Source: an optimization exercise on an open RTL-to-GDS flow (aim: small area, a short achievable clock period and few clock cycles). Production flows keep margins and buffers that such runs may drop.
The RTL was checked by simulation tests, not by an equivalence proof against the original design.

Design bitcoin_hash, start of the top module:
module bitcoin_hash(input logic clk, reset_n, start,
                    input logic [15:0] message_addr, output_addr,
                    output logic done, mem_we,
                    output logic [15:0] mem_addr,
                    output logic [31:0] mem_write_data,
                    input logic [31:0] mem_read_data);
localparam logic [2047:0] K_ALL = {
   32'h428a2f98,32'h71374491,32'hb5c0fbcf,32'he9b5dba5,32'h3956c25b,32'h59f111f1,32'h923f82a4,32'hab1c5ed5,
   32'hd807aa98,32'h12835b01,32'h243185be,32'h550c7dc3,32'h72be5d74,32'h80deb1fe,32'h9bdc06a7,32'hc19bf174,
   32'he49b69c1,32'hefbe4786,32'h0fc19dc6,32'h240ca1cc,32'h2de92c6f,32'h4a7484aa,32'h5cb0a9dc,32'h76f988da,
   32'h983e5152,32'ha831c66d,32'hb00327c8,32'hbf597fc7,32'hc6e00bf3,32'hd5a79147,32'h06ca6351,32'h14292967,
   32'h27b70a85,32'h2e1b2138,32'h4d2c6dfc,32'h53380d13,32'h650a7354,32'h766a0abb,32'h81c2c92e,32'h92722c85,
   32'ha2bfe8a1,32'ha81a664b,32'hc24b8b70,32'hc76c51a3,32'hd192e819,32'hd6990624,32'hf40e3585,32'h106aa070,
   32'h19a4c116,32'h1e376c08,32'h2748774c,32'h34b0bcb5,32'h391c0cb3,32'h4ed8aa4a,32'h5b9cca4f,32'h682e6ff3,
   32'h748f82ee,32'h78a5636f,32'h84c87814,32'h8cc70208,32'h90befffa,32'ha4506ceb,32'hbef9a3f7,32'hc67178f2
};
localparam logic [255:0] IV = {32'h6a09e667, 32'hbb67ae85, 32'h3c6ef372, 32'ha54ff53a,
                               32'h510e527f, 32'h9b05688c, 32'h1f83d9ab, 32'h5be0cd19};
function automatic logic [31:0] kc(input logic [5:0] i);
   kc = K_ALL[(63-i)*32 +: 32];
endfunction
function automatic logic [31:0] iv(input logic [2:0] i);
   iv = IV[(7-i)*32 +: 32];
endfunction
function automatic logic [31:0] rotr(input logic [31:0] x, input int r);
   rotr = (x >> r) | (x << (32-r));
endfunction
function automatic logic [63:0] csa(input logic [31:0] x, y, z);
   logic [31:0] u;
   u = x ^ y;
   csa = {u ^ z, ((u & z) | (~u & x)) << 1};
endfunction
function automatic logic [63:0] c42(input logic [31:0] x1, x2, x3, x4);
   logic [31:0] u, uv, co, ci, sm, cy;
   u  = x1 ^ x2;
  ...
Size: ~9900 cells after synthesis, about 120 I/O pins, roughly 83000 sq um of cells after synthesis.
export LEC_CHECK = 0
export ABC_AREA = 1
export CAP_MARGIN = 30
export CORE_MARGIN = 2
export CORE_UTILIZATION = 50
export CTS_CLUSTER_DIAMETER = 80
export CTS_CLUSTER_SIZE = 20
export PLACE_DENSITY = 0.65
export SLEW_MARGIN = 30
create_clock -name core_clock -period 8.5 [get_ports {clk}]
standard.sh (not shown) runs the stock make flow with config.mk's settings and CLKGATE_MAP_FILE= SYNTH_SCRIPT=/design/flow/synth_recipe.tcl, a recipe that flattens the netlist after the stock synthesis.
==> flow/flow/run.sh <==
#!/bin/bash
set -euo pipefail
bash standard.sh SETUP_SLACK_MARGIN=6 finish > flow_make.log 2>&1
The starting point passed the timing, DRC and antenna checks.
Testbench counts at the start, summed over its fixed seeds: cycles 39,648.
Then changed:
==> flow/run.sh (new file) <==
#!/bin/bash
# synth_recipe.tcl (not shown) runs the flow's synth.tcl, then flattens the netlist and writes it again
# the make line also repeats each setting of config.mk as NAME=value (left out here)
make -C /OpenROAD-flow-scripts/flow DESIGN_CONFIG=/design/flow/config.mk WORK_HOME=/design/flow/orfs CLKGATE_MAP_FILE= SYNTH_SCRIPT=/design/flow/synth_recipe.tcl finish
--- a/flow/config.mk
+++ b/flow/config.mk
@@ -14,2 +14,3 @@
 export PLACE_DENSITY = 0.65
+export SETUP_SLACK_MARGIN = 4.8
 export SLEW_MARGIN = 30
removed: flow/flow/run.sh
removed: flow/standard.sh
Outcome:
- The changed run ran to the end with no violations
- setup slack loses 0.036 ns
- synthesized cell count is unchanged
- wire length falls by 9.0%
Then changed:
--- a/flow/config.mk
+++ b/flow/config.mk
@@ -7,3 +7,2 @@
 export LEC_CHECK = 0
-export ABC_AREA = 1
 export CAP_MARGIN = 30
@@ -11,4 +10,4 @@
 export CORE_UTILIZATION = 50
-export CTS_CLUSTER_DIAMETER = 80
-export CTS_CLUSTER_SIZE = 20
+export CTS_CLUSTER_DIAMETER = 90
+export CTS_CLUSTER_SIZE = 26
 export PLACE_DENSITY = 0.65
Result: Die area went down slightly; wire length went down by roughly a tenth; clock-buffer cell count went down by 29; global-route usage went down by 3.8 points.
Then changed:
--- a/flow/config.mk
+++ b/flow/config.mk
@@ -7,8 +7,9 @@
 export LEC_CHECK = 0
+export ABC_AREA = 1
 export CAP_MARGIN = 30
 export CORE_MARGIN = 2
-export CORE_UTILIZATION = 50
+export CORE_UTILIZATION = 60
 export CTS_CLUSTER_DIAMETER = 90
 export CTS_CLUSTER_SIZE = 26
-export PLACE_DENSITY = 0.65
+export PLACE_DENSITY = 0.78
 export SETUP_SLACK_MARGIN = 4.8
Outcome:
- worst hold slack is worse by 0.019 ns
- final area is lower by a few percent
- core utilization is higher by 7.9 points
- wire length is higher by roughly a tenth


Another version of the RTL of bitcoin_hash (not shown whole).
Size: roughly 4,600 cells after synthesis, about 120 I/O pins, about 0.048 mm² of cells after synthesis.
Design bitcoin_hash, start of the top module:
module bitcoin_hash(input logic clk, reset_n, start,
                    input logic [15:0] message_addr, output_addr,
                    output logic done, mem_we,
                    output logic [15:0] mem_addr,
                    output logic [31:0] mem_write_data,
                    input logic [31:0] mem_read_data);
Settings: LEC_CHECK=0, CAP_MARGIN=20, CORE_MARGIN=2, CORE_UTILIZATION=40, SETUP_SLACK_MARGIN=3.5, SLEW_MARGIN=20; clock period 8.5 ns.
run.sh (not shown) runs the stock make flow with config.mk's settings and CLKGATE_MAP_FILE= SYNTH_SCRIPT=/design/flow/synth_recipe.tcl, a recipe that flattens the netlist after the stock synthesis.
Stock flow here: none of the scripts above is used.
Testbench counts at the start, summed over its fixed seeds: cycles 72,288.
==> next run, changes <==
- SETUP_SLACK_MARGIN: 3.5 -> unset
After rerunning: The new run completed without violations; global-route usage went down by 0.14 points; fmax came out lower by 15%; sequential cell count is unchanged; synthesized cell count is unchanged; worst hold slack is worse by 0.025 ns; final area falls by 1.4%; via count barely changes; worst setup slack is worse by 0.90 ns; critical path depth went down by 3.

[port drivers added, routing unchanged]
The flow's constraints put no driver on any port. The routed layouts listed below were extracted and timed again, unchanged, in two steps. Step 1 assumes that a clkbuf_16 drives the clock port and a buf_2 every other input. Step 2, shift: input delay + t, output delay - t, t = (earliest + latest rising clock arrival at the registers) / 2. This alone moves slack from input paths to output paths. Slacks: ideal / step 1 / step 2; pairs: ideal / step 1.
run	t, ns	setup slack, ns	worst setup path after step 2	clock arrival spread, ns
the first run of note 1	0.910	4.806 / 4.806 / 4.806	register to register	0.091 / 0.091
the second run of note 1	0.887	4.770 / 4.770 / 4.220	input to register	0.086 / 0.086
the third run of note 1	0.842	3.976 / 3.976 / 3.976	register to register	0.070 / 0.070
the fourth run of note 1	0.853	4.755 / 4.748 / 4.303	input to register	0.087 / 0.087
the first run of note 2	0.786	3.383 / 3.383 / 3.383	register to register	0.041 / 0.040
the second run of note 2	0.765	2.480 / 2.480 / 2.480	register to register	0.070 / 0.070
After both steps setup and hold are still met in every run listed. For the second run of note 1, which loses most, drivers alone change the setup slack by 0.000 ns; drivers and shift together by -0.550 ns.
